Source: an optimization exercise on an open RTL-to-GDS flow (aim: small area, a short achievable clock period and few clock cycles). Production flows keep margins and buffers that such runs may drop. The RTL was checked by simulation tests, not by an equivalence proof against the original design. No activity file was given, so power comes from the tool's default toggle rates.

<file path="config.mk">
export PLATFORM = sky130hd
export DESIGN_NAME = betterNeighborsInMyCluster
export DESIGN_NICKNAME = betterNeighborsInMyCluster
export VERILOG_FILES = /design/flow/design.v
export SDC_FILE = /design/flow/constraint.sdc
export NUM_CORES = 4
export LEC_CHECK = 0
export CAP_MARGIN = 20
export CORE_MARGIN = 2
export CORE_UTILIZATION = 40
export SLEW_MARGIN = 20
</file>
<file path="constraint.sdc">
create_clock -name core_clock -period 11.0 [get_ports {clock}]
set_input_delay 2.2000 -clock core_clock [delete_from_list [all_inputs] [get_ports {clock}]]
set_output_delay 2.2000 -clock core_clock [all_outputs]
set_load 0.01 [all_outputs]
</file>
<file path="design.v">
`timescale 1ns/1ps
module betterNeighborsInMyCluster(clock, nrst, start, address, wr_en, data_in, MY_CLUSTER_ID, mybest, besthop, bestvalue, bestneighborID, nextsinks, data_out, done);
	input clock, nrst, start;
	input [15:0] data_in, MY_CLUSTER_ID;
	input [15:0] mybest;
	output done, wr_en;
	output [15:0] address, data_out;
	output [15:0] besthop, bestneighborID, nextsinks;
	output [15:0] bestvalue;
	localparam HB = 5;            
	localparam NB = 1 << HB;
	localparam [10:0] A_NID = 11'h024, A_KSC = 11'h344, A_NC = 11'h345, A_CNT = 11'h346;
	localparam [6:0] P0 = 7'h24;  
	localparam [5:0] J0 = 6'h04;  
	localparam [6:0] C0 = 7'h34;  
	localparam [1:0] T_NID = 2'd0, T_CID = 2'd1, T_BAT = 2'd2, T_QV = 2'd3;
	localparam IDLE = 0, NC = 1, SNK = 2, CID = 3, QV = 4, BAT = 5, WR = 6, HCM = 7,
	           RNID = 8, RCID = 9, VS = 10, CNT = 11, BW = 12, BN = 13, DONE = 14, NS = 15;
	reg [NS-1:0] st;
	reg [10:0] waddr;
	reg wr_en_r, done_r;
	reg [5:0] jlast;              
	reg [6:0] plast;              
	reg [6:0] p;                  
	reg [5:0] jp;                 
	reg [6:0] cp;                 
	reg [NB-1:0] bitmap;
	reg [15:0] qreg;
	reg [6:0] hop, sinks;
	reg [15:0] bval;
	reg [15:0] acc, accc, sr, hm;
	reg mci;
	reg [2:0] mph;                
	reg [6:0] mh;                 
	function lt16;
		input [15:0] a, b;
		reg [15:0] g, e;
		reg [7:0] g1, e1;
		reg [3:0] g2, e2;
		reg [1:0] g3, e3;
		integer i;
		begin
			g = ~a & b;
			e = ~(a ^ b);
			for (i = 0; i < 8; i = i + 1) begin
				g1[i] = g[2*i+1] | (e[2*i+1] & g[2*i]);
				e1[i] = e[2*i+1] & e[2*i];
			end
			for (i = 0; i < 4; i = i + 1) begin
				g2[i] = g1[2*i+1] | (e1[2*i+1] & g1[2*i]);
				e2[i] = e1[2*i+1] & e1[2*i];
			end
			for (i = 0; i < 2; i = i + 1) begin
				g3[i] = g2[2*i+1] | (e2[2*i+1] & g2[2*i]);
				e3[i] = e2[2*i+1] & e2[2*i];
			end
			lt16 = g3[1] | (e3[1] & g3[0]);
		end
	endfunction
	function [15:0] add16;
		input [15:0] a, b;
		input ci;
		reg [15:0] p, g, G, P, G2, P2;
		integer i, l, q;
		begin
			p = a ^ b;
			g = a & b;
			g[0] = g[0] | (p[0] & ci);
			G = g; P = p;
			for (l = 0; l < 4; l = l + 1) begin
				G2 = G; P2 = P;
				for (i = 0; i < 16; i = i + 1)
					if ((i >> l) & 1) begin
						q = ((i >> l) << l) - 1;
						G2[i] = G[i] | (P[i] & G[q]);
						P2[i] = P[i] & P[q];
					end
				G = G2; P = P2;
			end
			add16 = p ^ {G[14:0], ci};
		end
	endfunction
	function [10:0] tab;
		input [1:0] t;
		input [6:0] q;
		tab = {2'b00, {2'b00, q[6]} + {1'b0, t}, q[5:0]};
	endfunction
	wire eq = (data_in == MY_CLUSTER_ID);
	wire better = ~lt16(mybest, data_in);
	wire match = (data_in == qreg);
	reg bhit;
	integer bi;
	always @* begin
		bhit = 1'b0;
		for (bi = 0; bi < NB; bi = bi + 1)
			bhit = bhit | (bitmap[bi] & (data_in[HB-1:0] == bi));
	end
	wire [9:0] th;
	assign th[0] = data_in >= 16'd1;
	assign th[1] = data_in >= 16'd3277;
	assign th[2] = data_in >= 16'd6554;
	assign th[3] = data_in >= 16'd9831;
	assign th[4] = data_in >= 16'd13108;
	assign th[5] = data_in >= 16'd16385;
	assign th[6] = data_in >= 16'd19661;
	assign th[7] = data_in >= 16'd22938;
	assign th[8] = data_in >= 16'd26215;
	assign th[9] = data_in >= 16'd29492;
	wire [3:0] k4;
	assign k4[3] = th[3];
	assign k4[2] = ~th[3] | th[7];
	assign k4[1] = (th[1] & ~th[3]) | (th[5] & ~th[7]) | th[9];
	assign k4[0] = (th[0] & ~th[1]) | (th[2] & ~th[3]) | (th[4] & ~th[5]) | (th[6] & ~th[7]) | (th[8] & ~th[9]);
	wire [19:0] r0 = sr[0] ? {4'd0, hm} : 20'd0;
	wire [19:0] r1 = sr[1] ? {3'd0, hm, 1'd0} : 20'd0;
	wire [19:0] r2 = sr[2] ? {2'd0, hm, 2'd0} : 20'd0;
	wire [19:0] r3 = sr[3] ? {1'd0, hm, 3'd0} : 20'd0;
	wire [19:0] oa = {4'd0, acc}, oc = {4'd0, accc};
	wire [19:0] s1 = oa ^ oc ^ r0;
	wire [19:0] c1 = {((oa & oc) | (oa & r0) | (oc & r0)), mci};
	wire [19:0] t1 = r1 ^ r2 ^ r3;
	wire [19:0] d1 = {((r1 & r2) | (r1 & r3) | (r2 & r3)), 1'b0};
	wire [19:0] s2 = s1 ^ c1 ^ t1;
	wire [19:0] c2 = {((s1 & c1) | (s1 & t1) | (c1 & t1)), 1'b0};
	wire [19:0] s3 = s2 ^ c2 ^ d1;
	wire [19:0] c3 = {((s2 & c2) | (s2 & d1) | (c2 & d1)), 1'b0};
	wire [4:0] mlow = {1'b0, s3[3:0]} + {1'b0, c3[3:0]};
	wire [15:0] afin = add16(acc, accc, mci);
	wire [15:0] mval = {afin[12:0], sr[15:13]};
	wire mfree = (mph == 3'd0);
	wire plastf = (p == plast);
	wire first = (p == P0);
	wire jend = (jp == jlast);
	wire [6:0] pinc = p + 7'd1;
	wire [6:0] pdec = p - 7'd1;
	wire [6:0] mcur = p - P0;
	reg [NS-1:0] tn, fn;
	reg [10:0] ta, fa;
	reg [6:0] tp, fp;
	always @* begin
		tn = {NS{1'b0}}; fn = {NS{1'b0}};
		ta = waddr; fa = waddr; tp = p; fp = p;
		if (st[CID] | st[QV] | st[WR]) begin
			if (plastf) begin
				fn[RNID] = 1'b1; fa = tab(T_NID, p);
			end else begin
				fn[CID] = 1'b1; fa = tab(T_CID, pinc); fp = pinc;
			end
		end
		if (st[RNID] | st[RCID] | (st[VS] & jend)) begin
			if (first) begin
				fn[BW] = 1'b1; fa = A_CNT;
			end else begin
				fn[RNID] = 1'b1; fa = tab(T_NID, pdec); fp = pdec;
			end
		end
		if (st[IDLE]) begin
			tn[NC] = 1'b1; ta = A_NC;
			fn[IDLE] = 1'b1; fa = A_KSC;
		end
		if (st[NC]) begin
			fn[SNK] = 1'b1; fa = {5'd0, J0};
		end
		if (st[SNK]) begin
			if (jend) begin
				fn[CID] = 1'b1; fa = tab(T_CID, P0); fp = P0;
			end else begin
				fn[SNK] = 1'b1; fa = {5'd0, jp + 6'd1};
			end
		end
		if (st[CID]) begin
			tn[QV] = 1'b1; ta = tab(T_QV, p);
		end
		if (st[QV]) begin
			tn[BAT] = 1'b1; ta = tab(T_BAT, p);
		end
		if (st[BAT]) begin
			fn[HCM] = 1'b1; fa = {7'h32, k4};
		end
		if (st[HCM]) begin
			fn = {NS{1'b0}};
			fn[WR] = 1'b1; fa = {4'h6, cp}; fp = p;
		end
		if (st[RNID]) begin
			tn[RCID] = 1'b1; ta = tab(T_CID, p);
		end
		if (st[RCID]) begin
			tn[VS] = 1'b1; ta = {5'd0, J0};
		end
		if (st[VS]) begin
			tn[BW] = 1'b1; ta = A_CNT;
			if (!jend) begin
				fn[VS] = 1'b1; fa = {5'd0, jp + 6'd1};
			end
		end
		if (st[BW]) begin
			fn[mfree ? CNT : BW] = 1'b1; fa = A_CNT;
		end
		if (st[CNT]) begin
			fn[BN] = 1'b1; fa = A_NID + {4'd0, hop};
		end
		if (st[BN] | st[DONE]) begin
			fn[DONE] = 1'b1;
		end
	end
	wire cond = (st[IDLE] & start) | ((st[CID] | st[RCID]) & eq) | (st[QV] & better) |
	            (st[RNID] & bhit) | (st[VS] & match);
	always @(posedge clock) begin
		if (!nrst) begin
			st <= {{(NS-1){1'b0}}, 1'b1};
			waddr <= A_KSC;
			wr_en_r <= 1'b0;
			done_r <= 1'b0;
			mph <= 3'd0;
		end else begin
			st <= cond ? tn : fn;
			waddr <= cond ? ta : fa;
			wr_en_r <= fn[WR] | fn[CNT];
			if (st[BN]) done_r <= 1'b1;
			if (st[HCM]) mph <= 3'd1;
			else if (mph == 3'd5) mph <= 3'd0;
			else if (mph != 3'd0) mph <= mph + 3'd1;
		end
		p <= cond ? tp : fp;
		if (st[IDLE]) begin
			bval <= 16'hFFFE; hop <= 7'd65; sinks <= 7'd65; cp <= C0;
			jlast <= data_in[5:0] + (J0 - 6'd1);
		end
		bitmap <= st[IDLE] ? {NB{1'b0}} : (bitmap | (st[SNK] ? ({{(NB-1){1'b0}}, 1'b1} << data_in[HB-1:0]) : {NB{1'b0}}));
		if (st[NC]) plast <= data_in[6:0] + (P0 - 7'd1);
		if (st[NC] | st[RCID]) jp <= J0;
		if (st[SNK] | st[VS]) jp <= jp + 6'd1;
		if (st[RNID] | st[BN]) qreg <= data_in;
		if (st[QV]) qreg <= data_in;
		if (st[WR]) cp <= cp + 7'd1;
		if (st[VS] & match) sinks <= mcur;
		if (st[HCM]) begin
			hm <= data_in;
			mh <= mcur;
			acc <= 16'd0;
			accc <= 16'd0;
			mci <= 1'b0;
			sr <= qreg;
		end else begin
			acc <= s3[19:4];
			accc <= c3[19:4];
			mci <= mlow[4];
			sr <= {mlow[3:0], sr[15:4]};
		end
		if (mph == 3'd5 && lt16(mval, bval)) begin
			bval <= mval;
			hop <= mh;
		end
		if (st[BW] & mfree) mh <= cp - C0;
	end
	assign address = {4'd0, waddr, 1'b0};
	assign wr_en = wr_en_r;
	assign data_out = {9'd0, mh};
	assign done = done_r;
	assign besthop = {9'd0, hop};
	assign nextsinks = {9'd0, sinks};
	assign bestvalue = bval;
	assign bestneighborID = qreg;
endmodule
</file>
<file path="flow/run.sh">
#!/bin/bash
# The standard layout; timing repair aims at a tighter setup margin and the port buffers
# are plain buffers. The make output goes to flow_make.log, each ORFS step to its own log under orfs/logs.
set -o pipefail
bash standard.sh SETUP_SLACK_MARGIN=7.5 "BUFFER_PORTS_ARGS=-buffer_cell sky130_fd_sc_hd__buf_2" "CTS_BUF_LIST=sky130_fd_sc_hd__clkbuf_4 sky130_fd_sc_hd__clkbuf_8" CTS_CLUSTER_SIZE=16 CTS_CLUSTER_DIAMETER=60 finish 2>&1 | tee flow_make.log
</file>
<file path="standard.sh">
#!/bin/bash
# synth_recipe.tcl (not shown) runs the flow's synth.tcl, then flattens the netlist and writes it again
# the make line also repeats each setting of config.mk as NAME=value (left out here)
make -C /OpenROAD-flow-scripts/flow DESIGN_CONFIG=/design/flow/config.mk WORK_HOME=/design/flow/orfs CLKGATE_MAP_FILE= SYNTH_SCRIPT=/design/flow/synth_recipe.tcl "${@:-finish}"
</file>
==> metrics.md, run 1 <==
| Metric | Value |
|---|---|
| Outcome | `timing/DRC/antenna clean` |
| Clk_skew | `21.18 ps` |
| Async SR Flop Fraction | `0` |
| CP Launch Type | `input port` |
| DRC | `0` |
| Measured slew at the worst slew-check pin | `1049 ps` |
| Ant diodes | `0` |
| Non-Filler Instances | `1,899` |
| Int Pwr | `2.011 mW` |
| Sw Ratio | `0.3783` |
| Vias | `9,903` |
| Hold Crit Class | `register to register` |
| Share of cells above drive strength 1 | `0.2032` |
| Num CTS Buffers | `22` |
| Height of the die | `185.0 µm` |
| CTS tree | `built` |
| Final period util | `0.3597` |
| Longest Clk Path Bufs | `3` |
| Slowest cell on the critical path | `o41ai_4` |
| M1 WL | `15,410 µm` |
| DR top layer | `met4` |
| Met2 wire len | `17,010 µm` |
| Post-Synth XOR/XNOR Area | `0.06008` |
| Relative slew margins | `0.3003` |
| Clock share of power | `0.196` |
| Post-synthesis compound-gate area fraction | `0.1114` |
| CTS root buf | `clkbuf_8` |
| Peak VDD IR | `0.1393 mV` |
| Post-Synth Adder-Cell Area | `0.1643` |
| CP max stage delay | `440 ps` |
| Lkg Pwr | `6.190 nW` |
| Starting DRT DRC Count | `809` |
| Arr. time, crit path | `4450 ps` |
| Cells after Synth | `1,327` |
| Most common cell on crit path | `buf_16` |
| Yosys cell types | `74` |
| Largest net degree at the start of global routing | `87` |
| WP data required | `11,490 ps` |
| Setup Crit Path Kind | `input port to register` |
| Met3 WL | `2282 µm` |
| # clock sinks | `212` |
| Final setup vio count | `0` |
| Comb power frac | `0.478` |
| DP HPWL | `26,150 µm` |
| #FFs+latches synth | `212` |
| Drt pass-1 iters | `6` |
| Mapped Avg Cell Area | `9.871 µm²` |
| DIE AREA | `34,210 µm²` |
| H-tree depth | `1` |
| Ys Warns | `1` |
| Synth Flop Type | `dfxtp_1` |
| Initial Utilization | `0.4046` |
| Max FO, Critical Path | `8` |
| DR WL/cell | `18.76 µm` |
| Seq/Total Area, Yosys | `0.4019` |
| CORE AREA | `32,370 µm²` |
| First-pass GRT wire length | `55,510 µm` |
| Mux contribution to synthesized area | `0.02398` |
| Clock slew at reported path FFs | `100 ps` |
| Critical-path cell list | `buf_16 -> ha_4 -> a221oi_2 -> a2111oi_1 -> a31oi_1 -> nand2_1 -> o41ai_4 -> o211ai_4 -> buf_6 -> buf_16 -> nor2_2 -> a22o_1` |
| DR vias/cell | `5.215` |
| Max-slew violation count | `0` |
| Global route overflow | `0` |
| Tmin final | `3957 ps` |
| Switching power | `1.224 mW` |
| Routed wire length | `35,630 µm` |
| Die extent in x | `185.0 µm` |
| Post-synth EDFFs | `102` |
| Hold Buf Count CTS | `0` |
| GP Congestion | `0.9940` |
| Main combinational cell family by area after synthesis | `adder cells` |
| TNS Setup | `0 ps` |
| Cell Pwr Density | `210.6 nW/µm²` |
| Vias in the first global route | `9,817` |
| Row Count | `66` |
| I/O pin count | `149` |
| Net count, final | `1,625` |
| Maxcap violations | `0` |
| Synth Area in Simple Gates | `0.1615` |
| Unrepaired setup endpoints after global routing | `yes` |
| Initial antenna violation count | `0` |
| Fmax | `252.7 MHz` |
| Hold Vio Cnt, Final | `0` |
| Final ANT Viol Nets | `0` |
| Worst-Skew Late Latency | `560 ps` |
| Critical Path End Type | `register` |
| Inst Count DP | `1,822` |
| Seq pwr share | `0.326` |
| PortBufs | `116` |
| Area growth from synthesis to layout | `17.28%` |
| Post-Syn Area | `13,100 µm²` |
| GRT Total Usage | `0.2102` |
path summary, 6_finish.rpt:
kind                          start  slack, ps                    end  depth (start not counted)
hold / removal        sr[8]$_DFF_P_        460          sr[4]$_DFF_P_                          1
hold reg to reg       sr[8]$_DFF_P_        460          sr[4]$_DFF_P_                          1
setup reg to reg  acc[0]$_SDFF_PP0_       7220   hop[3]$_SDFFCE_PN0P_                         18
setup / recovery         data_in[1]       7040  waddr[4]$_SDFFE_PN0P_                         12
worst max-delay path: cells and delay by family:
kind	cells	cell delay, ps
buffers and inverters	3	420
adders and majority gates	1	210
AOI/OAI and AO/OA	6	1360
and+or+nand+nor	2	260
registers in the layout, indices dropped and copies added, names as in the netlist, 11 cells and up:
register / flops
bitmap: 32
accc: 16
bval: 16
hm: 16
qreg: 16
sr: 16
acc: 15
st: 14
waddr: 11
per-layer routing:
layer / vias to the layer above / GRT usage
met3: 65 / 0.03166
met2: 348 / 0.3516
met5: - / 0
li1: 4694 / -
met4: 0 / 0.06286
met1: 4796 / 0.2818
layout make-up:
class                   count  area (µm²)
clock buffers              26       345.3
repair buffers            151        1041
well taps                 442       553.0
inverters                 124       480.5
multi-input cells         930        7460
flip-flops and latches    212        5274
clock inverters            14       209.0
fillers                  3081       17010
cells by family after synthesis:
logic type / Yosys count
compound gates: 224
buf+inv: 222
fa+ha+maj: 133
xor+xnor: 89
flops: 212
other cells: 1
simple gates: 417
mux: 29
synth_stat cells, types with 4 or more instances:
cell | instances | area share
buf_2 | 15 | 0.0057
a2111oi_0 | 4 | 0.0027
o211ai_1 | 7 | 0.0040
buf_1 | 5 | 0.0014
a21o_1 | 7 | 0.0040
nor2b_1 | 46 | 0.022
clkbuf_1 | 40 | 0.011
a21oi_1 | 68 | 0.026
nand4_1 | 18 | 0.0086
xnor2_1 | 68 | 0.045
ha_1 | 68 | 0.065
nand2_1 | 84 | 0.024
dfxtp_1 | 110 | 0.17
edfxtp_1 | 102 | 0.23
inv_1 | 124 | 0.036
o21a_1 | 11 | 0.0063
nor4_1 | 6 | 0.0029
o2111ai_1 | 5 | 0.0033
o31ai_1 | 6 | 0.0034
mux2i_1 | 10 | 0.0076
and2_1 | 68 | 0.032
nor3_1 | 22 | 0.0084
o32ai_1 | 4 | 0.0027
a221oi_1 | 6 | 0.0040
buf_4 | 36 | 0.021
a22oi_1 | 5 | 0.0029
nand2b_1 | 8 | 0.0038
a211oi_1 | 10 | 0.0057
mux2_2 | 19 | 0.016
o21ai_0 | 36 | 0.014
nor2_1 | 104 | 0.030
and3_1 | 16 | 0.0076
xor2_1 | 20 | 0.013
nand3_1 | 23 | 0.0088
fa_1 | 65 | 0.099
a31oi_1 | 24 | 0.011
through the flow:
stage	utilization	instance area [µm²]	hold slack [ps]	power, mW	setup slack (ps)
after CTS	0.4679	15150	465.2	3.260	7113
final	0.4746	15360	460.8	3.235	7043
after global placement	0.4318	13980	436.0	2.497	5938
after floorplan	-	13460	428.1	2.179	6799
after global routing	0.4746	15360	484.8	3.582	7013
after detailed placement	0.4318	13980	443.6	2.532	5884
layout by cell type (no fill, tap or decap), types with 21 or more instances in the layout:
cell type	instances
o21ai_0	34
nor2_1	100
ha_1	63
fa_1	62
a21oi_1	59
buf_2	107
and2_1	63
edfxtp_1	102
nor2b_1	46
clkbuf_8	25
conb_1	32
buf_4	24
a31oi_1	23
nand2_1	68
xnor2_1	64
nand3_1	21
inv_1	121
dfxtp_1	107
power by group through the flow:
stage          clock network (mW)  logic, mW  registers, mW
6_report                    0.634       1.55           1.05
5_1_grt                     0.679       1.83           1.07
4_1_cts                     0.649       1.56           1.06
3_5_place_dp                    0       1.46           1.07
3_3_place_gp                    0       1.43           1.07
2_1_floorplan                   0       1.16           1.02
what timing repair did:
action | in CTS | in global routing
gates resized for setup | 70 | 35
setup buffers | 22 | 7
pin swaps | 46 | 20
gates cloned | 8 | 0
endpoints found under the setup margin | 93 | 80
Testbench counts, summed over its fixed seeds: cycles 49,321.
==> run 2, diff against run 1 <==
==> flow/run.sh (replaced) <==
#!/bin/bash
# The standard layout; timing repair aims at a tighter setup margin and the port buffers
# are plain buffers. The make output goes to flow_make.log, each ORFS step to its own log under orfs/logs.
set -o pipefail
bash standard.sh SETUP_SLACK_MARGIN=7.0 "BUFFER_PORTS_ARGS=-buffer_cell sky130_fd_sc_hd__buf_2" "CTS_BUF_LIST=sky130_fd_sc_hd__clkbuf_4 sky130_fd_sc_hd__clkbuf_8" finish 2>&1 | tee flow_make.log
==> metrics.md, run 2 <==
| Metric | Value |
|---|---|
| Hold Buf Count CTS | `0` |
| Synth Flop Type | `dfxtp_1` |
| Commonest cells after routing, fill and taps aside | `inv_1, buf_2, dfxtp_1` |
| DIE AREA | `34,210 µm²` |
| Fill cells | `3,076` |
| Maxcap violations | `0` |
| PortBufs | `116` |
| Die extent in x | `185.0 µm` |
| Ys Warns | `1` |
| Most frequent cell after synthesis | `inv_1` |
| Main combinational cell family by area after synthesis | `adder cells` |
| Largest register FFs | `32` |
| Area growth from synthesis to layout | `15.63%` |
| DP HPWL | `26,650 µm` |
| Top reg by flops | `bitmap` |
| Multi-input logic area | `7194 µm²` |
| Yosys top cell area share | `0.2338` |
| Clock slew at reported path FFs | `60 ps` |
| Clk_skew | `17.35 ps` |
| Num CTS Buffers | `38` |
| Commonest non-fill, non-tap cell in the layout | `inv_1` |
| Tmin final | `4099 ps` |
| Hold Crit Class | `register to register` |
| Measured slew at the worst slew-check pin | `994.6 ps` |
| DRC | `0` |
| WP data required | `11,480 ps` |
| Most area-consuming cells after synthesis | `edfxtp_1, dfxtp_1, fa_1` |
| Worst-Skew Late Latency | `540 ps` |
| Seq/Total Area, Yosys | `0.4019` |
| Final period util | `0.3726` |
| Post-Synth Adder-Cell Area | `0.1643` |
| Final ANT Viol Nets | `0` |
| Design area | `15,150 µm²` |
| Mapped Avg Cell Area | `9.871 µm²` |
| Cells after Synth | `1,327` |
| Setup Crit Path Kind | `input port to register` |
| DR WL/cell | `19.00 µm` |
| Post-synthesis compound-gate area fraction | `0.1114` |
| CP max stage delay | `430 ps` |
| Longest Clk Path Bufs | `3` |
| DP Area | `13,910 µm²` |
| Post-synth EDFFs | `102` |
| Inst Count DP | `1,822` |
| Drt pass-1 iters | `5` |
| CORE AREA | `32,370 µm²` |
| Final core utilization | `0.4679` |
| # clock sinks | `212` |
| Critical Path End Type | `register` |
| Worst hold slack | `442.1 ps` |
| Relative slew margins | `0.3318` |
| Initial Utilization | `0.4046` |
| Starting DRT DRC Count | `761` |
| Slowest cell on the critical path | `nor4_4` |
| CTS root buf | `clkbuf_8` |
| Post-Place Setup Slack | `5861 ps` |
| Yosys cell types | `74` |
| Non-Filler Instances | `1,908` |
| Critical-path cell list | `clkbuf_4 -> xnor2_1 -> nand3_1 -> nor4_4 -> nand3_4 -> and3_1 -> o211ai_4 -> buf_12 -> buf_4 -> mux2_2 -> nand2_1` |
| TNS Setup | `0 ps` |
| Async SR Flop Fraction | `0` |
| Row Count | `66` |
| Largest net degree at the start of global routing | `72` |
| DR vias/cell | `5.140` |
| Cell taking the most area after synthesis | `edfxtp_1` |
| Max-slew violation count | `0` |
| GP Congestion | `0.9261` |
| Lkg Pwr | `6.137 nW` |
| CP Launch Type | `input port` |
| First-pass GRT wire length | `55,510 µm` |
| Fmax | `244.0 MHz` |
| Post-Syn Area | `13,100 µm²` |
| Sequential cell area | `5273 µm²` |
| Share of cells above drive strength 1 | `0.1808` |
| Most frequent cells after synthesis | `inv_1, dfxtp_1, nor2_1` |
| Arr. time, crit path | `4580 ps` |
| Final setup vio count | `0` |
| Outcome | `timing/DRC/antenna clean` |
| Initial antenna violation count | `0` |
| Ant diodes | `0` |
| Overall power | `3.307 mW` |
| CP Launch Point | `data_in[10]` |
| Synth Area in Simple Gates | `0.1615` |
| Vias | `9,808` |
| I/O pin count | `149` |
| Peak VDD IR | `0.1038 mV` |
| Hold wc startpoint | `sr[5]$_DFF_P_` |
| #FFs+latches synth | `212` |
| Cell Pwr Density | `218.4 nW/µm²` |
| H-tree depth | `2` |
| Min setup slack post-route | `6901 ps` |
| Height of the die | `185.0 µm` |
| Post-Synth XOR/XNOR Area | `0.06008` |
| Routed wire length | `36,250 µm` |
| Mux contribution to synthesized area | `0.02398` |
| Hold Vio Cnt, Final | `0` |
| Vias in the first global route | `9,638` |
| Global route overflow | `0` |
| GRT Total Usage | `0.2127` |
| CTS tree | `built` |
| Unrepaired setup endpoints after global routing | `yes` |
| Net count, final | `1,621` |
| R2R Path Start | `acc[0]$_SDFF_PP0_` |
| Max FO, Critical Path | `11` |
==> run 2: cell types whose count changed in the layout (fill, tap and decap cells not counted), moves of 5 or more <==
cell	previous run	this run
clkbuf_8	25	47
clkbuf_4	4	20
nand2_1	68	83
nand2_2	14	0
buf_4	24	14
and2_1	63	68
and2_4	5	0
buf_6	7	2
==> run 2: critical path, delay by kind of cell <==
kind	cells	cell delay, ps
multiplexers	1	350
AO/OA/AOI/OAI	1	130
AND/OR/NAND/NOR	5	1110
buffers and inverters	3	570
XOR/XNOR	1	210
==> run 2: cell families after synthesis <==
| logic type | Yosys count |
|---|---|
| buffers and inverters | 222 |
| AO/OA/AOI/OAI | 224 |
| multiplexers | 29 |
| XOR/XNOR | 89 |
| AND/OR/NAND/NOR | 417 |
| flip-flops | 212 |
| adder cells (fa/ha/maj) | 133 |
| other | 1 |
==> run 2: worst paths after layout <==
kind,endpoint,slack [ps],depth (start not counted)
setup reg to reg,hop[3]$_SDFFCE_PN0P_,7190,18
hold / removal,sr[1]$_DFF_P_,440,1
hold reg to reg,sr[1]$_DFF_P_,440,1
setup / recovery,waddr[9]$_SDFFE_PN1P_,6900,11
==> run 2: area by class of cell <==
type | count | share of cell area
Inverter | 124 | 0.03172
Sequential cell | 212 | 0.3481
Clock buffer | 65 | 0.05163
Multi-Input combinational cell | 926 | 0.4750
Tap cell | 442 | 0.03651
Clock inverter | 4 | 0.001487
Timing Repair Buffer | 135 | 0.05551
==> run 2: where the power goes <==
part           internal (mW)  switching, mW
Sequential             0.959         0.0965
Combinational          0.692          0.780
Clock                  0.446          0.334
Total                   2.10           1.21
==> run 2: metal layers <==
layer,GRT usage,up-vias,part of all wire
met3,0.03382,73,0.059
met2,0.3482,330,0.47
met5,0,-,0
li1,-,4709,-
met1,0.2881,4696,0.44
met4,0.06952,0,0.032
==> run 2: timing repair <==
item | 4_1_cts | 5_1_grt
endpoints found under the setup margin | 86 | 70
hold endpoints to repair | 0 | 0
setup buffers | 5 | 8
pin swaps | 7 | 10
gates resized for setup | 24 | 32
gates cloned | 2 | 2
==> run 3, diff against run 2 <==
==> flow/run.sh (replaced) <==
#!/bin/bash
# The standard layout; timing repair aims at a tighter setup margin and the port buffers
# are plain buffers. The make output goes to flow_make.log, each ORFS step to its own log under orfs/logs.
set -o pipefail
bash standard.sh SETUP_SLACK_MARGIN=8.0 "BUFFER_PORTS_ARGS=-buffer_cell sky130_fd_sc_hd__buf_2" "CTS_BUF_LIST=sky130_fd_sc_hd__clkbuf_4 sky130_fd_sc_hd__clkbuf_8" CTS_CLUSTER_SIZE=16 CTS_CLUSTER_DIAMETER=60 finish 2>&1 | tee flow_make.log
==> metrics.md, run 3 <==
| Metric | Value |
|---|---|
| Setup Crit Path Kind | `input port to register` |
| Cell taking the most area after synthesis | `edfxtp_1` |
| Ant diodes | `0` |
| Lkg Pwr | `6.739 nW` |
| Tmin final | `4055 ps` |
| Min-Delay Endpoint | `sr[8]$_DFF_P_` |
| Area growth from synthesis to layout | `26.29%` |
| Clock slew at reported path FFs | `100 ps` |
| R2R Path Start | `mci$_SDFF_PP0_` |
| Height of the die | `185.0 µm` |
| Cell Pwr Density | `200.0 nW/µm²` |
| Measured slew at the worst slew-check pin | `1033 ps` |
| Largest register FFs | `32` |
| Most area-consuming cells after synthesis | `edfxtp_1, dfxtp_1, fa_1` |
| Final setup vio count | `0` |
| Starting DRT DRC Count | `878` |
| Yosys top cell area share | `0.2338` |
| Commonest cells after routing, fill and taps aside | `inv_1, edfxtp_1, buf_4` |
| Net count, final | `1,715` |
| Largest net degree at the start of global routing | `85` |
| Unrepaired setup endpoints after global routing | `yes` |
| H-tree depth | `1` |
| Final period util | `0.3687` |
| Initial antenna violation count | `0` |
| DR vias/cell | `5.238` |
| DP HPWL | `26,100 µm` |
| GP Congestion | `0.9325` |
| CP Launch Type | `input port` |
| Vias | `10,410` |
| Relative slew margins | `0.3113` |
| Commonest non-fill, non-tap cell in the layout | `inv_1` |
| DRC | `0` |
| CORE AREA | `32,370 µm²` |
| Async SR Flop Fraction | `0` |
| Most frequent cell after synthesis | `inv_1` |
| Global route overflow | `0` |
| Vias in the first global route | `10,370` |
| Arr. time, crit path | `4300 ps` |
| Maxcap violations | `0` |
| Die extent in x | `185.0 µm` |
| Post-synth EDFFs | `102` |
| Worst R2R Setup Slack | `7120 ps` |
| Max FO, Critical Path | `7` |
| Post-Syn Area | `13,100 µm²` |
| Synth Flop Type | `dfxtp_1` |
| # clock sinks | `212` |
| Hold Vio Cnt, Final | `0` |
| DR WL/cell | `19.19 µm` |
| Ys Warns | `1` |
| Top reg by flops | `bitmap` |
| Drt pass-1 iters | `5` |
| Yosys cell types | `74` |
| Inst Count DP | `1,822` |
| Max-slew violation count | `0` |
| CTS tree | `built` |
| Outcome | `timing/DRC/antenna clean` |
| Cells after Synth | `1,327` |
| Clk_skew | `35.57 ps` |
| Seq/Total Area, Yosys | `0.4019` |
| Routed wire length | `38,140 µm` |
| Initial Utilization | `0.4046` |
| CTS root buf | `clkbuf_8` |
| DIE AREA | `34,210 µm²` |
| #FFs+latches synth | `212` |
| First-pass GRT wire length | `58,480 µm` |
| PortBufs | `116` |
| R2R cell count | `19` |
| Non-Filler Instances | `1,987` |
| Share of cells above drive strength 1 | `0.2816` |
| Num CTS Buffers | `21` |
| Most frequent cells after synthesis | `inv_1, dfxtp_1, nor2_1` |
| Hold wc startpoint | `sr[12]$_DFF_P_` |
| R2r endpoint | `hop[3]$_SDFFCE_PN0P_` |
| Critical Path End Type | `register` |
| Fmax | `246.6 MHz` |
| Longest Clk Path Bufs | `3` |
| Peak VDD IR | `0.1439 mV` |
| Hold Crit Class | `register to register` |
| WHS Path Cells | `1` |
| WP data required | `11,240 ps` |
| GRT Total Usage | `0.2211` |
| Mapped Avg Cell Area | `9.871 µm²` |
| I/O pin count | `149` |
| TNS Setup | `0 ps` |
| Final ANT Viol Nets | `0` |
| Row Count | `66` |
| Worst-Skew Late Latency | `560 ps` |
[run 3: critical path, cell delays in order]
cell and delay (ps):
buf_16 130, ha_4 200, a221oi_4 270, a2111oi_2 50, a31oi_1 200, nand2_1 130, o41ai_4 510, o211ai_4 200
buf_12 210, nor2_4 190
[run 3: layout make-up]
| cell class | count | area (µm²) |
|---|---|---|
| Inverter | 124 | 480.5 |
| Sequential cell | 212 | 5308 |
| Multi-Input combinational cell | 930 | 7720 |
| Timing Repair Buffer | 242 | 2014 |
| Clock buffer | 24 | 311.5 |
| Fill cell | 2923 | 15830 |
| Clock inverter | 13 | 155.1 |
| Tap cell | 442 | 553.0 |
[run 3: power by group]
group | switching, mW | leakage [nW] | internal, mW | total [mW]
Sequential | 0.0807 | 1.84 | 0.962 | 1.04
Combinational | 0.893 | 4.67 | 0.803 | 1.70
Clock | 0.303 | 0.238 | 0.267 | 0.570
Total | 1.28 | 6.74 | 2.03 | 3.31
[run 3: how the worst max path moves through the flow]
stage / from / endpoint / cells past startpoint
5_1_grt: mci$_SDFF_PP0_ / hop[6]$_SDFFCE_PN1P_ / 19
4_1_cts: data_in[1] / p[4]$_DFFE_PP_ / 10
2_1_floorplan: data_in[1] / p[0]$_DFFE_PP_ / 10
3_5_place_dp: data_in[0] / p[1]$_DFFE_PP_ / 11
6_report: data_in[1] / p[6]$_DFFE_PP_ / 10
3_3_place_gp: data_in[0] / p[0]$_DFFE_PP_ / 11
[run 3: what timing repair did]
item,in CTS,in global routing
setup endpoints to repair,171,162
buffers inserted,78,39
cloned,11,0
gates resized for setup,167,43
hold buffers,0,0
pin swaps,35,37
[run 3: logic make-up after synthesis]
group	count (synthesis)	synth area share
multiplexers	29	0.02398
AO/OA/AOI/OAI	224	0.1114
adder cells (fa/ha/maj)	133	0.1643
flip-flops	212	0.4019
buffers and inverters	222	0.07651
AND/OR/NAND/NOR	417	0.1615
other	1	0.0002863
XOR/XNOR	89	0.06008
[run 3: metrics by stage]
step                      hold slack [ps]  setup WS, ps  cell area, µm²  utilization  power [mW]
after floorplan                     428.1          6800           13600            -       2.197
after global placement              436.6          5996           14050       0.4341       2.523
after detailed placement            443.5          5942           14050       0.4341       2.566
after CTS                           458.6          7084           16040       0.4956       3.235
after global routing                487.2          6881           16540       0.5110       3.640
final                               469.4          6945           16540       0.5110       3.309
[run 3: metal layers]
metal  track usage  share of wire  vias up
met3       0.02930          0.060       65
met1        0.2946           0.43     5107
li1              -              -     4872
met2        0.3766           0.48      364
met4       0.06254          0.027        0
met5             0              0        -
==> run 4, diff against run 3 <==
==> flow/run.sh (replaced) <==
#!/bin/bash
# The standard layout; timing repair aims at a tighter setup margin and the port buffers
# are plain buffers. The make output goes to flow_make.log, each ORFS step to its own log under orfs/logs.
set -o pipefail
bash standard.sh SETUP_SLACK_MARGIN=7.5 "BUFFER_PORTS_ARGS=-buffer_cell sky130_fd_sc_hd__buf_2" "CTS_BUF_LIST=sky130_fd_sc_hd__clkbuf_4 sky130_fd_sc_hd__clkbuf_8" CTS_CLUSTER_SIZE=16 CTS_CLUSTER_DIAMETER=60 CORE_UTILIZATION=70 PLACE_DENSITY=0.85 finish 2>&1 | tee flow_make.log
==> metrics.md, run 4 <==
| Metric | Value |
|---|---|
| Mux contribution to synthesized area | `0.02398` |
| Setup Crit Path Kind | `register to register` |
| Vias in the first global route | `10,510` |
| PortBufs | `116` |
| Outcome | `timing/DRC/antenna clean` |
| Met3 GRT Util | `0.06454` |
| Row Count | `50` |
| Yosys cell types | `74` |
| Hold Vio Cnt, Final | `0` |
| Clock slew at reported path FFs | `110 ps` |
| TNS Setup | `0 ps` |
| Cell taking the most area after synthesis | `edfxtp_1` |
| Initial antenna violation count | `0` |
| H-tree depth | `1` |
| Int Pwr | `2.017 mW` |
| Design area | `15,160 µm²` |
| Seq/Total Area, Yosys | `0.4019` |
| Seq pwr share | `0.313` |
| Switching power | `1.390 mW` |
| Critical-path cell list | `fa_2 -> inv_2 -> fa_2 -> nor2b_1 -> o21a_1 -> o21a_1 -> o211ai_1 -> nand3b_1 -> buf_4 -> xnor2_2 -> ha_1 -> nand4_1 -> nor3_4 -> o211ai_1 -> buf_6 -> buf_8 -> nand2_8 -> nand2_1` |
| Final ANT Viol Nets | `0` |
| DP Area | `13,720 µm²` |
| Relative slew margins | `0.3022` |
| Num CTS Buffers | `18` |
| Peak VDD IR | `0.1298 mV` |
| CORE AREA | `18,520 µm²` |
| Post-synth EDFFs | `102` |
| Post-Synth Adder-Cell Area | `0.1643` |
| Net count, final | `1,634` |
| Post-Place Setup Slack | `5938 ps` |
| Commonest non-fill, non-tap cell in the layout | `inv_1` |
| DP HPWL | `24,910 µm` |
| Largest net degree at the start of global routing | `87` |
| Sw Ratio | `0.4080` |
| Met1 Usage GRT | `0.4815` |
| Cells after Synth | `1,327` |
| Critical path buffer and inverter count | `4` |
| Cell Pwr Density | `224.8 nW/µm²` |
| Max FO, Critical Path | `6` |
| Most frequent cell after synthesis | `inv_1` |
| Largest register FFs | `32` |
| Global route overflow | `0` |
| Tmin final | `4472 ps` |
| DRC | `0` |
| Delay-heaviest family, CP | `compound AO/OA/AOI/OAI gates` |
| Slowest cell on the critical path | `fa_2` |
| Synth Area in Simple Gates | `0.1615` |
| GRT Total Usage | `0.3732` |
| Ys Warns | `1` |
| CTS tree | `built` |
| Top reg by flops | `bitmap` |
| Initial Utilization | `0.7074` |
| DIE AREA | `19,820 µm²` |
| Lkg Pwr | `6.224 nW` |
| CP max stage delay | `390 ps` |
| Drt pass-1 iters | `5` |
| Post-Syn Area | `13,100 µm²` |
| Longest Clk Path Bufs | `3` |
| Clk_skew | `18.98 ps` |
| #FFs+latches synth | `212` |
| Die extent in x | `140.8 µm` |
| Vias | `10,740` |
| Max-slew violation count | `0` |
| Met2 global-route usage | `0.6303` |
| GP Congestion | `0.9880` |
| CTS root buf | `clkbuf_8` |
| Min setup slack post-route | `6528 ps` |
| CP Launch Type | `register` |
| Height of the die | `140.8 µm` |
| Commonest cells after routing, fill and taps aside | `inv_1, buf_2, dfxtp_1` |
| Hold Crit Class | `register to register` |
| # clock sinks | `212` |
| Unrepaired setup endpoints after global routing | `yes` |
| Busiest grt layer | `met2` |
| Yosys top cell area share | `0.2338` |
| DR WL/cell | `23.04 µm` |
| Critical Path End Type | `register` |
| Worst R2R Setup Slack | `6530 ps` |
| Final core utilization | `0.8185` |
| Non-Filler Instances | `1,696` |
| Maxcap violations | `0` |
| Main combinational cell family by area after synthesis | `adder cells` |
| Synth Flop Type | `dfxtp_1` |
| Most area-consuming cells after synthesis | `edfxtp_1, dfxtp_1, fa_1` |
| Arr. time, crit path | `4770 ps` |
| DR vias/cell | `6.332` |
| Ant diodes | `0` |
| Share of cells above drive strength 1 | `0.2120` |
| Final period util | `0.4065` |
| Routed wire length | `39,080 µm` |
| Measured slew at the worst slew-check pin | `1047 ps` |
| Most frequent cells after synthesis | `inv_1, dfxtp_1, nor2_1` |
| I/O pin count | `149` |
| Final setup vio count | `0` |
| First-pass GRT wire length | `57,230 µm` |
| Inst Count DP | `1,615` |
| Async SR Flop Fraction | `0` |
| Worst-Skew Late Latency | `540 ps` |
| Mapped Avg Cell Area | `9.871 µm²` |
| Area growth from synthesis to layout | `15.71%` |
| WP data required | `11,290 ps` |
| Clock share of power | `0.153` |
| Fmax | `223.6 MHz` |
| Post-synthesis compound-gate area fraction | `0.1114` |
| Post-Synth XOR/XNOR Area | `0.06008` |
| Comb power frac | `0.534` |
| Starting DRT DRC Count | `1,156` |
run 4: changes by cell type in the layout (fill, tap and decap cells not counted), sizes merged, moves of 2 or more:
cell and delta:
buf -78, bufbuf -2, clkbuf +5, clkinv -6
clkinvlp -2
run 4: power by group through the flow:
| stage | Combinational (mW) | Clock [mW] | Sequential, mW |
|---|---|---|---|
| 6_report | 1.82 | 0.522 | 1.06 |
| 5_1_grt | 2.01 | 0.549 | 1.07 |
| 4_1_cts | 1.61 | 0.517 | 1.06 |
| 3_5_place_dp | 1.51 | 0 | 1.07 |
| 3_3_place_gp | 1.39 | 0 | 1.07 |
| 2_1_floorplan | 1.16 | 0 | 1.02 |
run 4: per-stage QoR:
step	power [mW]	hold WS, ps
after floorplan	2.179	428.1
after global placement	2.461	436.1
after detailed placement	2.577	442.5
after CTS	3.182	468.5
after global routing	3.637	486.1
final	3.407	464.5
run 4: what timing repair did:
action	4_1_cts	5_1_grt
resized for setup	76	38
endpoints found under the setup margin	92	79
cloned	8	2
pin swaps	46	26
hold buffers	0	0
setup buffers	27	12
run 4: logic make-up (layout without fill, tap and decap cells):
| group | Yosys count | count (layout) |
|---|---|---|
| compound gates | 224 | 224 |
| mux | 29 | 29 |
| fa+ha+maj | 133 | 133 |
| xor+xnor | 89 | 89 |
| other cells | 1 | 32 |
| flops | 212 | 212 |
| buf+inv | 222 | 320 |
| simple gates | 417 | 423 |
run 4: per-layer routing:
metal,up-vias,wire (µm)
met4,0,1893
li1,4713,-
met1,5219,14430
met3,151,3804
met2,656,18950
met5,-,0
run 4: worst reg2reg max path, cell delays in order (launching register included):
cell      delay, ps
dfxtp_4         370
fa_2            390
inv_2            70
fa_2            200
nor2b_1          50
o21a_1          190
o21a_1          210
o211ai_1        320
nand3b_1        170
buf_4           170
xnor2_2         140
ha_1            340
nand4_1         240
nor3_4          400
o211ai_1        340
buf_6           270
buf_8           150
nand2_8         100
nand2_1          90
run 4: path summary, 6_finish.rpt:
path,startpoint,endpoint,depth (start not counted)
setup / recovery,acc[0]$_SDFF_PP0_,bval[4]$_SDFFCE_PN1P_,18
hold / removal,sr[5]$_DFF_P_,sr[1]$_DFF_P_,1
setup reg to reg,acc[0]$_SDFF_PP0_,bval[4]$_SDFFCE_PN1P_,18
hold reg to reg,sr[5]$_DFF_P_,sr[1]$_DFF_P_,1
run 4: layout make-up:
class                   instances  area [µm²]
well taps                     234       292.8
clock inverters                 5       78.83
repair buffers                164        1164
multi-input cells             930        7532
fillers                      1085        3361
inverters                     124       480.5
flip-flops and latches        212        5275
clock buffers                  27       334.1
==> run 5, diff against run 4 <==
==> flow/run.sh (replaced) <==
#!/bin/bash
# The standard layout; timing repair aims at a tighter setup margin and the port buffers
# are plain buffers. The make output goes to flow_make.log, each ORFS step to its own log under orfs/logs.
set -o pipefail
bash standard.sh SETUP_SLACK_MARGIN=7.5 "BUFFER_PORTS_ARGS=-buffer_cell sky130_fd_sc_hd__buf_2" "CTS_BUF_LIST=sky130_fd_sc_hd__clkbuf_4 sky130_fd_sc_hd__clkbuf_8" CTS_CLUSTER_SIZE=16 CTS_CLUSTER_DIAMETER=60 CORE_UTILIZATION=60 PLACE_DENSITY=0.75 ABC_AREA=1 finish 2>&1 | tee flow_make.log
==> metrics.md, run 5 <==
| Metric | Value |
|---|---|
| Setup Crit Path Kind | `register to register` |
| Share of cells above drive strength 1 | `0.1905` |
| Final period util | `0.3462` |
| Maxcap violations | `0` |
| Vias in the first global route | `11,150` |
| Routed wire length | `37,630 µm` |
| Final setup vio count | `0` |
| Yosys cell types | `51` |
| Post-Syn Area | `13,570 µm²` |
| Initial antenna violation count | `0` |
| Longest Clk Path Bufs | `3` |
| # clock sinks | `212` |
| Area growth from synthesis to layout | `16.15%` |
| Fill cells | `1,824` |
| Hold Crit Class | `register to register` |
| Ys Warns | `1` |
| Lkg Pwr | `7.435 nW` |
| DR WL/cell | `17.68 µm` |
| Tmin final | `3808 ps` |
| #FFs+latches synth | `212` |
| GP Congestion | `0.9568` |
| Cells after Synth | `1,688` |
| CTS root buf | `clkbuf_8` |
| Vias | `11,650` |
| DIE AREA | `23,840 µm²` |
| Outcome | `timing/DRC/antenna clean` |
| Peak VDD IR | `0.2685 mV` |
| Net count, final | `2,013` |
| Non-Filler Instances | `2,128` |
| Num CTS Buffers | `21` |
| Unrepaired setup endpoints after global routing | `yes` |
| DRC | `0` |
| Max FO, Critical Path | `6` |
| Relative slew margins | `0.2503` |
| Final ANT Viol Nets | `0` |
| Critical Path End Type | `register` |
| Largest net degree at the start of global routing | `73` |
| TNS Setup | `0 ps` |
| Global route overflow | `0` |
| Top reg by flops | `bitmap` |
| Cell Pwr Density | `233.0 nW/µm²` |
| First-pass GRT wire length | `58,470 µm` |
| Arr. time, crit path | `4060 ps` |
| Fmax | `262.6 MHz` |
| PortBufs | `116` |
| Hold Vio Cnt, Final | `0` |
| Yosys top cell area share | `0.2256` |
| CTS tree | `built` |
| Initial Utilization | `0.6051` |
| Worst-Skew Late Latency | `550 ps` |
| Sequential cell area | `5275 µm²` |
| I/O pin count | `149` |
| Seq/Total Area, Yosys | `0.3879` |
| Die extent in x | `154.4 µm` |
| WP data required | `11,260 ps` |
| Measured slew at the worst slew-check pin | `1123 ps` |
| Most frequent cell after synthesis | `nand2_1` |
| Post-synth EDFFs | `102` |
| Commonest cells after routing, fill and taps aside | `nand2_1, inv_1, nor2_1` |
| DP HPWL | `27,430 µm` |
| Synth Flop Type | `dfxtp_1` |
| Row Count | `55` |
| Ant diodes | `0` |
| H-tree depth | `1` |
| Most area-consuming cells after synthesis | `edfxtp_1, dfxtp_1, fa_1` |
| Clk_skew | `31.81 ps` |
| Async SR Flop Fraction | `0` |
| Inst Count DP | `2,045` |
| Starting DRT DRC Count | `945` |
| Clock slew at reported path FFs | `100 ps` |
| Drt pass-1 iters | `7` |
| Cell taking the most area after synthesis | `edfxtp_1` |
| GRT Total Usage | `0.3106` |
| Height of the die | `154.4 µm` |
| Max-slew violation count | `0` |
| Commonest non-fill, non-tap cell in the layout | `nand2_1` |
| CORE AREA | `22,430 µm²` |
| Mapped Avg Cell Area | `8.042 µm²` |
| DR vias/cell | `5.473` |
| CP Launch Type | `register` |
| Most frequent cells after synthesis | `nand2_1, inv_1, nor2_1` |
| Largest register FFs | `32` |
| Multi-input logic area | `7362 µm²` |
[run 5: cell families after synthesis]
family          Yosys count  share of synthesized area
compound gates          214                    0.09024
xor+xnor                 39                    0.02516
fa+ha+maj               133                     0.1585
buf+inv                 420                     0.1288
flops                   212                     0.3879
mux                       1                  0.0007374
other cells               1                  0.0002763
simple gates            668                     0.2084
[run 5: metrics by stage]
step / cell area [µm²] / total power, mW / hold WS [ps] / util / setup slack (ps)
global route: 15770 / 4.032 / 454.5 / 0.7028 / 7082
finish: 15770 / 3.674 / 432.1 / 0.7028 / 7192
CTS: 15270 / 3.410 / 434.2 / 0.6805 / 7204
detailed placement: 14300 / 2.709 / 407.9 / 0.6373 / 6175
global placement: 14300 / 2.622 / 397.5 / 0.6373 / 6249
floorplan: 13800 / 2.300 / 396.0 / - / 7105
[run 5: path summary, 6_finish.rpt]
check                    startpoint                endpoint  slack, ps  depth (start not counted)
hold reg to reg       sr[7]$_DFF_P_           sr[3]$_DFF_P_        430                          2
setup / recovery  acc[0]$_SDFF_PP0_  bval[14]$_SDFFCE_PN1P_       7190                         18
hold / removal        sr[7]$_DFF_P_           sr[3]$_DFF_P_        430                          2
setup reg to reg  acc[0]$_SDFF_PP0_  bval[14]$_SDFFCE_PN1P_       7190                         18
[run 5: cell type report]
class	instances	area share
timing repair buffer	160	0.06476
clock inverter	7	0.003809
sequential	212	0.3346
clock buffer	30	0.02341
timing repair inverter	1	0.0005555
inverter	341	0.08333
multi-input combinational	1092	0.4669
tap	285	0.02262
[run 5: timing repair]
item,CTS,global route
endpoints found under the setup margin,85,85
buffers inserted,30,9
gates cloned,6,1
gates resized for setup,58,99
pin swaps,38,44
hold buffers,0,0
[run 5: per-layer routing]
| metal | vias to the layer above | global-route usage | part of all wire |
|---|---|---|---|
| li1 | 5581 | - | - |
| met1 | 5459 | 0.4445 | 0.43 |
| met2 | 517 | 0.4921 | 0.46 |
| met3 | 90 | 0.04315 | 0.076 |
| met4 | 0 | 0.1005 | 0.035 |
| met5 | - | 0 | 0 |
[run 5: power breakdown]
group / switching [mW] / total (mW) / internal (mW)
logic: 1.22 / 2.09 / 0.871
registers: 0.0986 / 1.06 / 0.960
clock network: 0.300 / 0.526 / 0.226
[run 5: worst max-delay path, stage by stage (launching register included)]
cell	delay (ps)
dfxtp_4	370
fa_2	380
inv_2	60
fa_2	220
nor2_2	50
a211oi_2	260
o21ai_2	110
nand2_1	80
nand2_2	70
a21oi_4	150
fa_2	490
ha_4	310
nand2_4	60
o21ai_2	120
a21oi_2	60
o221ai_2	190
buf_6	190
nand2_8	120
nand2_8	190
==> run 6, diff against run 5 <==
==> flow/run.sh (replaced) <==
#!/bin/bash
# The standard layout; timing repair aims at a tighter setup margin and the port buffers
# are plain buffers. The make output goes to flow_make.log, each ORFS step to its own log under orfs/logs.
set -o pipefail
bash standard.sh SETUP_SLACK_MARGIN=7.5 "BUFFER_PORTS_ARGS=-buffer_cell sky130_fd_sc_hd__buf_2" "CTS_BUF_LIST=sky130_fd_sc_hd__clkbuf_4 sky130_fd_sc_hd__clkbuf_8" finish 2>&1 | tee flow_make.log
==> metrics.md, run 6 <==
| Metric | Value |
|---|---|
| Tmin final | `3942 ps` |
| PortBufs | `116` |
| Worst R2R Setup Slack | `7270 ps` |
| Worst-Skew Late Latency | `560 ps` |
| Longest Clk Path Bufs | `3` |
| Design area | `15,520 µm²` |
| Largest net degree at the start of global routing | `87` |
| Net count, final | `1,642` |
| Num CTS Buffers | `37` |
| Met3 GRT Util | `0.04011` |
| Cells after Synth | `1,327` |
| Post-Syn Area | `13,100 µm²` |
| Final period util | `0.3583` |
| Final ANT Viol Nets | `0` |
| Hold Vio Cnt, Final | `0` |
| # clock sinks | `212` |
| Row Count | `66` |
| DP HPWL | `26,150 µm` |
| Yosys cell types | `74` |
| Arr. time, crit path | `4180 ps` |
| I/O pin count | `149` |
| Share of cells above drive strength 1 | `0.2152` |
| Met1 Usage GRT | `0.2809` |
| Starting DRT DRC Count | `695` |
| GP Congestion | `0.9940` |
| TNS Setup | `0 ps` |
| Largest register FFs | `32` |
| Clock slew at reported path FFs | `60 ps` |
| CTS tree | `built` |
| Critical Path End Type | `register` |
| WP data required | `11,240 ps` |
| Final setup vio count | `0` |
| Ant diodes | `0` |
| Async SR Flop Fraction | `0` |
| Area growth from synthesis to layout | `18.49%` |
| Vias | `10,060` |
| Vias in the first global route | `9,984` |
| DP Area | `13,980 µm²` |
| Initial antenna violation count | `0` |
| GRT Total Usage | `0.2134` |
| Height of the die | `185.0 µm` |
| Met2 global-route usage | `0.3522` |
| Mapped Avg Cell Area | `9.871 µm²` |
| H-tree depth | `2` |
| Max-slew violation count | `0` |
| Measured slew at the worst slew-check pin | `1035 ps` |
| Global route overflow | `0` |
| Lkg Pwr | `6.309 nW` |
| Commonest non-fill, non-tap cell in the layout | `inv_1` |
| Top reg by flops | `bitmap` |
| Maxcap violations | `0` |
| DRC | `0` |
| DR vias/cell | `5.215` |
| Drt pass-1 iters | `8` |
| Cell Pwr Density | `216.8 nW/µm²` |
| Setup Crit Path Kind | `input port to register` |
| Fmax | `253.7 MHz` |
| DR WL/cell | `18.69 µm` |
| Clk_skew | `25.07 ps` |
| Hold Crit Class | `register to register` |
| #FFs+latches synth | `212` |
| Most frequent cell after synthesis | `inv_1` |
| Yosys top cell area share | `0.2338` |
| Relative slew margins | `0.3097` |
| First-pass GRT wire length | `56,080 µm` |
| Seq/Total Area, Yosys | `0.4019` |
| Unrepaired setup endpoints after global routing | `yes` |
| CP Launch Type | `input port` |
| CORE AREA | `32,370 µm²` |
| Most frequent cells after synthesis | `inv_1, dfxtp_1, nor2_1` |
| Cell taking the most area after synthesis | `edfxtp_1` |
| CTS root buf | `clkbuf_8` |
| Ys Warns | `1` |
| Die extent in x | `185.0 µm` |
| Commonest cells after routing, fill and taps aside | `inv_1, buf_2, dfxtp_1` |
| Max FO, Critical Path | `8` |
| Initial Utilization | `0.4046` |
| DIE AREA | `34,210 µm²` |
| Post-synth EDFFs | `102` |
| Routed wire length | `36,050 µm` |
| Busiest grt layer | `met2` |
| Synth Flop Type | `dfxtp_1` |
| Most area-consuming cells after synthesis | `edfxtp_1, dfxtp_1, fa_1` |
| Peak VDD IR | `0.1373 mV` |
| Outcome | `timing/DRC/antenna clean` |
-- run 6: path summary, 6_finish.rpt --
check / depth (start not counted) / startpoint / to
max: 10 / data_in[1] / p[2]$_DFFE_PP_
min: 1 / sr[11]$_DFF_P_ / sr[7]$_DFF_P_
max reg2reg: 18 / acc[0]$_SDFF_PP0_ / bval[8]$_SDFFCE_PN1P_
min reg2reg: 1 / sr[11]$_DFF_P_ / sr[7]$_DFF_P_
-- run 6: cell families (layout without fill, tap and decap cells) --
group / count (synthesis) / in the layout / share of synthesized area
adder cells (fa/ha/maj): 133 / 133 / 0.1643
buffers and inverters: 222 / 345 / 0.07651
multiplexers: 29 / 29 / 0.02398
AO/OA/AOI/OAI: 224 / 224 / 0.1114
AND/OR/NAND/NOR: 417 / 423 / 0.1615
XOR/XNOR: 89 / 89 / 0.06008
flip-flops: 212 / 212 / 0.4019
other: 1 / 32 / 0.0002863
-- run 6: area by class of cell --
class	instances	area, µm²
multi-input cells	930	7426
repair buffers	153	1027
inverters	124	480.5
clock inverters	18	121.4
flip-flops and latches	212	5275
fillers	3057	16850
clock buffers	50	638.1
well taps	442	553.0
-- run 6: where the power goes --
group	leakage [nW]	total [mW]	switching, mW	internal [mW]
sequential	1.83	1.06	0.0975	0.959
combinational	4.07	1.56	0.822	0.740
clock	0.401	0.746	0.341	0.406
-- run 6: repair_timing --
item                                    in CTS  in global routing
setup buffers                               24                  7
gates resized for setup                     68                 25
cloned                                       8                  0
endpoints found under the setup margin      93                 80
hold buffers                                 0                  0
pin swaps                                   46                 38
-- run 6: per-stage QoR --
stage	power (mW)	hold WS [ps]	utilization	setup slack, ps	cells
2_1_floorplan	2.179	428.1	-	6799	1358
3_3_place_gp	2.497	436.0	0.4318	5938	1822
3_5_place_dp	2.532	443.6	0.4318	5884	1822
4_1_cts	3.366	450.1	0.4745	7082	1922
5_1_grt	3.705	482.6	0.4795	6980	1929
6_report	3.365	448.6	0.4795	7058	1929
-- run 6: layer usage --
| metal | wire [µm] | part of all wire |
|---|---|---|
| met1 | 15550 | 0.43 |
| met3 | 2340 | 0.065 |
| met5 | 0 | 0 |
| met2 | 17080 | 0.47 |
| met4 | 1082 | 0.030 |
-- run 6: worst max-delay path, stage by stage --
cell	delay, ps
buf_16	130
ha_4	200
a221oi_2	240
a2111oi_1	80
a31oi_1	200
nand2_1	120
o41ai_4	440
o211ai_4	180
buf_12	180
nor2_4	190
==> run 7, diff against run 6 <==
==> flow/run.sh (replaced) <==
#!/bin/bash
# The standard layout; timing repair aims at a tighter setup margin and the port buffers
# are plain buffers. The make output goes to flow_make.log, each ORFS step to its own log under orfs/logs.
set -o pipefail
bash standard.sh SETUP_SLACK_MARGIN=7.5 "BUFFER_PORTS_ARGS=-buffer_cell sky130_fd_sc_hd__buf_2" "CTS_BUF_LIST=sky130_fd_sc_hd__clkbuf_4 sky130_fd_sc_hd__clkbuf_8" CTS_CLUSTER_SIZE=16 CTS_CLUSTER_DIAMETER=60 CORE_UTILIZATION=50 PLACE_DENSITY=0.70 finish 2>&1 | tee flow_make.log
==> metrics.md, run 7 <==
| Metric | Value |
|---|---|
| Routed wire length | `34,990 µm` |
| Cell Pwr Density | `205.3 nW/µm²` |
| Area growth from synthesis to layout | `15.09%` |
| Slowest cell on the critical path | `o41ai_4` |
| Vias in the first global route | `9,916` |
| Relative slew margins | `0.2880` |
| Worst R2R Setup Slack | `7200 ps` |
| DR vias/cell | `5.637` |
| Post-synth EDFFs | `102` |
| Worst-Skew Late Latency | `540 ps` |
| # clock sinks | `212` |
| Top reg by flops | `bitmap` |
| Commonest non-fill, non-tap cell in the layout | `inv_1` |
| DIE AREA | `27,510 µm²` |
| Cells after Synth | `1,327` |
| GRT Total Usage | `0.2511` |
| TNS Setup | `0 ps` |
| Cell taking the most area after synthesis | `edfxtp_1` |
| R2R cell count | `18` |
| Final period util | `0.3596` |
| Peak VDD IR | `0.1787 mV` |
| WHS Path Cells | `1` |
| DRC | `0` |
| Yosys cell types | `74` |
| DP Area | `13,840 µm²` |
| Die extent in x | `165.9 µm` |
| Hold wc startpoint | `sr[12]$_DFF_P_` |
| Final setup vio count | `0` |
| #FFs+latches synth | `212` |
| Critical path buffer and inverter count | `2` |
| R2R Path Start | `accc[0]$_SDFF_PP0_` |
| Most frequent cells after synthesis | `inv_1, dfxtp_1, nor2_1` |
| CP Launch Point | `data_in[1]` |
| Measured slew at the worst slew-check pin | `1068 ps` |
| PortBufs | `116` |
| Longest Clk Path Bufs | `3` |
| Min-Delay Endpoint | `sr[8]$_DFF_P_` |
| Clock slew at reported path FFs | `100 ps` |
| Yosys top cell area share | `0.2338` |
| CTS root buf | `clkbuf_8` |
| Global route overflow | `0` |
| Fill cells | `2,231` |
| CP max stage delay | `420 ps` |
| Seq/Total Area, Yosys | `0.4019` |
| Num CTS Buffers | `19` |
| DP HPWL | `25,420 µm` |
| Largest net degree at the start of global routing | `87` |
| Synth Flop Type | `dfxtp_1` |
| I/O pin count | `149` |
| Share of cells above drive strength 1 | `0.2061` |
| Row Count | `59` |
| Lkg Pwr | `6.127 nW` |
| Most area-consuming cells after synthesis | `edfxtp_1, dfxtp_1, fa_1` |
| Ant diodes | `0` |
| Vias | `10,070` |
| Final ANT Viol Nets | `0` |
| Unrepaired setup endpoints after global routing | `yes` |
| CTS tree | `built` |
| WP data required | `11,220 ps` |
| Starting DRT DRC Count | `824` |
| First-pass GRT wire length | `54,900 µm` |
| Arr. time, crit path | `4180 ps` |
| Initial Utilization | `0.5055` |
| GP Congestion | `0.9815` |
| Tmin final | `3956 ps` |
| Drt pass-1 iters | `5` |
| Height of the die | `165.9 µm` |
| DR WL/cell | `19.59 µm` |
| Delay-heaviest family, CP | `compound AO/OA/AOI/OAI gates` |
| Net count, final | `1,622` |
| CORE AREA | `25,910 µm²` |
| Largest register FFs | `32` |
| Mapped Avg Cell Area | `9.871 µm²` |
| Hold Crit Class | `register to register` |
| Hold Vio Cnt, Final | `0` |
| Critical-path cell list | `buf_16 -> ha_4 -> a221oi_2 -> a2111oi_1 -> a31oi_1 -> nand2_1 -> o41ai_4 -> o211ai_4 -> buf_12 -> nor2_4` |
| Hold Buf Count CTS | `0` |
| Max-slew violation count | `0` |
| Clk_skew | `17.19 ps` |
| Commonest cells after routing, fill and taps aside | `inv_1, buf_2, dfxtp_1` |
| Async SR Flop Fraction | `0` |
| Fmax | `252.8 MHz` |
| R2r endpoint | `hop[5]$_SDFFCE_PN0P_` |
| Initial antenna violation count | `0` |
| Most frequent cell after synthesis | `inv_1` |
| Post-Syn Area | `13,100 µm²` |
| H-tree depth | `1` |
| Setup Crit Path Kind | `input port to register` |
| Critical Path End Type | `register` |
| Outcome | `timing/DRC/antenna clean` |
| Ys Warns | `1` |
| Maxcap violations | `0` |
| Max FO, Critical Path | `7` |
| CP Launch Type | `input port` |
| Design area | `15,080 µm²` |
[run 7: cell counts after synthesis]
Identical to the previous run, type by type.
[run 7: cell families (layout without fill, tap and decap cells)]
group                    count (synthesis)  count (layout)  share of synthesized area
buffers and inverters                  222             309                    0.07651
AND/OR/NAND/NOR                        417             423                     0.1615
adder cells (fa/ha/maj)                133             133                     0.1643
flip-flops                             212             212                     0.4019
other                                    1              32                  0.0002863
multiplexers                            29              29                    0.02398
XOR/XNOR                                89              89                    0.06008
AO/OA/AOI/OAI                          224             224                     0.1114
[run 7: report_power, final]
part | leakage (nW) | switching [mW] | internal, mW
sequential | 1.83 | 0.102 | 0.958
clock | 0.207 | 0.286 | 0.205
combinational | 4.09 | 0.816 | 0.729
total | 6.13 | 1.20 | 1.89
[run 7: worst max path at each step]
stage | end | slack (ps) | depth (start not counted)
6_report | p[6]$_DFFE_PP_ | 7040 | 10
3_5_place_dp | p[0]$_DFFE_PP_ | 5900 | 11
2_1_floorplan | p[0]$_DFFE_PP_ | 6800 | 10
5_1_grt | p[2]$_DFFE_PP_ | 6980 | 10
4_1_cts | p[0]$_DFFE_PP_ | 7090 | 10
3_3_place_gp | p[0]$_DFFE_PP_ | 5980 | 11
[run 7: cell type report]
class | instances | area (µm²) | share of cell area
clock buffer | 28 | 335.3 | 0.02224
sequential | 212 | 5276 | 0.3500
timing repair buffer | 151 | 1026 | 0.06806
multi-input combinational | 930 | 7481 | 0.4962
clock inverter | 6 | 57.56 | 0.003818
inverter | 124 | 480.5 | 0.03187
tap | 335 | 419.2 | 0.02780
[run 7: per-stage QoR]
step | hold WS (ps) | instances | power, mW | worst slack, ps | utilization
2_1_floorplan | 428.1 | 1358 | 2.179 | 6799 | -
3_3_place_gp | 435.3 | 1715 | 2.469 | 5981 | 0.5343
3_5_place_dp | 441.7 | 1715 | 2.535 | 5896 | 0.5343
4_1_cts | 468.9 | 1783 | 3.100 | 7087 | 0.5773
5_1_grt | 491.2 | 1786 | 3.433 | 6978 | 0.5818
6_report | 470.6 | 1786 | 3.096 | 7044 | 0.5818
[run 7: layer usage]
layer | vias to the layer above | routed length, µm | GRT usage | share of wire
met3 | 71 | 2136 | 0.02812 | 0.061
met5 | - | 0 | 0 | 0
met1 | 4943 | 15470 | 0.3516 | 0.44
met4 | 0 | 984 | 0.07183 | 0.028
met2 | 368 | 16400 | 0.4149 | 0.47
li1 | 4686 | - | - | -
[run 7: what timing repair did]
action                                  4_1_cts  5_1_grt
endpoints found under the setup margin       93       87
endpoints found under the hold margin         0        0
setup buffers                                25        3
gates resized for setup                      90       22
cloned                                        9        0
pin swaps                                    50       16

static timing again, ports no longer ideal:
No port has a modelled driver above. Below, the same layouts with a new extraction and two added sets of constraints.
Step 1: set_driving_cell puts a clkbuf_16 on clock and a buf_2 on each other input, an assumption about the parent block.
Step 2 also shifts input and output timing later by t, the mid clock arrival at the registers, as if the neighbouring blocks saw the same clock.
Three values: ideal ports, drivers, drivers and shift; two values: the first two.
run | t (ns) | setup WS [ns] | worst hold slack (ns) | worst setup path at the end | worst register clock-pin slew, ns
run 1 | 0.595 | 7.043 / 7.032 / 6.437 | 0.461 / 0.461 / 0.461 | input to register | 0.11 / 0.11
run 2 | 0.584 | 6.901 / 6.912 / 6.328 | 0.442 / 0.442 / 0.442 | input to register | 0.06 / 0.06
run 3 | 0.590 | 6.945 / 6.929 / 6.339 | 0.469 / 0.469 / 0.469 | input to register | 0.11 / 0.11
run 4 | 0.570 | 6.528 / 6.528 / 6.358 | 0.465 / 0.465 / 0.465 | input to register | 0.11 / 0.11
run 5 | 0.577 | 7.192 / 7.172 / 6.595 | 0.432 / 0.432 / 0.432 | input to register | 0.11 / 0.11
run 6 | 0.593 | 7.058 / 7.037 / 6.444 | 0.449 / 0.449 / 0.449 | input to register | 0.07 / 0.07
run 7 | 0.576 | 7.044 / 7.029 / 6.453 | 0.471 / 0.471 / 0.471 | input to register | 0.11 / 0.11
After both steps setup and hold are still met in every run listed. The setup slack of run 6, which loses most, moves by -0.021 ns with the drivers and by -0.614 ns with both steps.
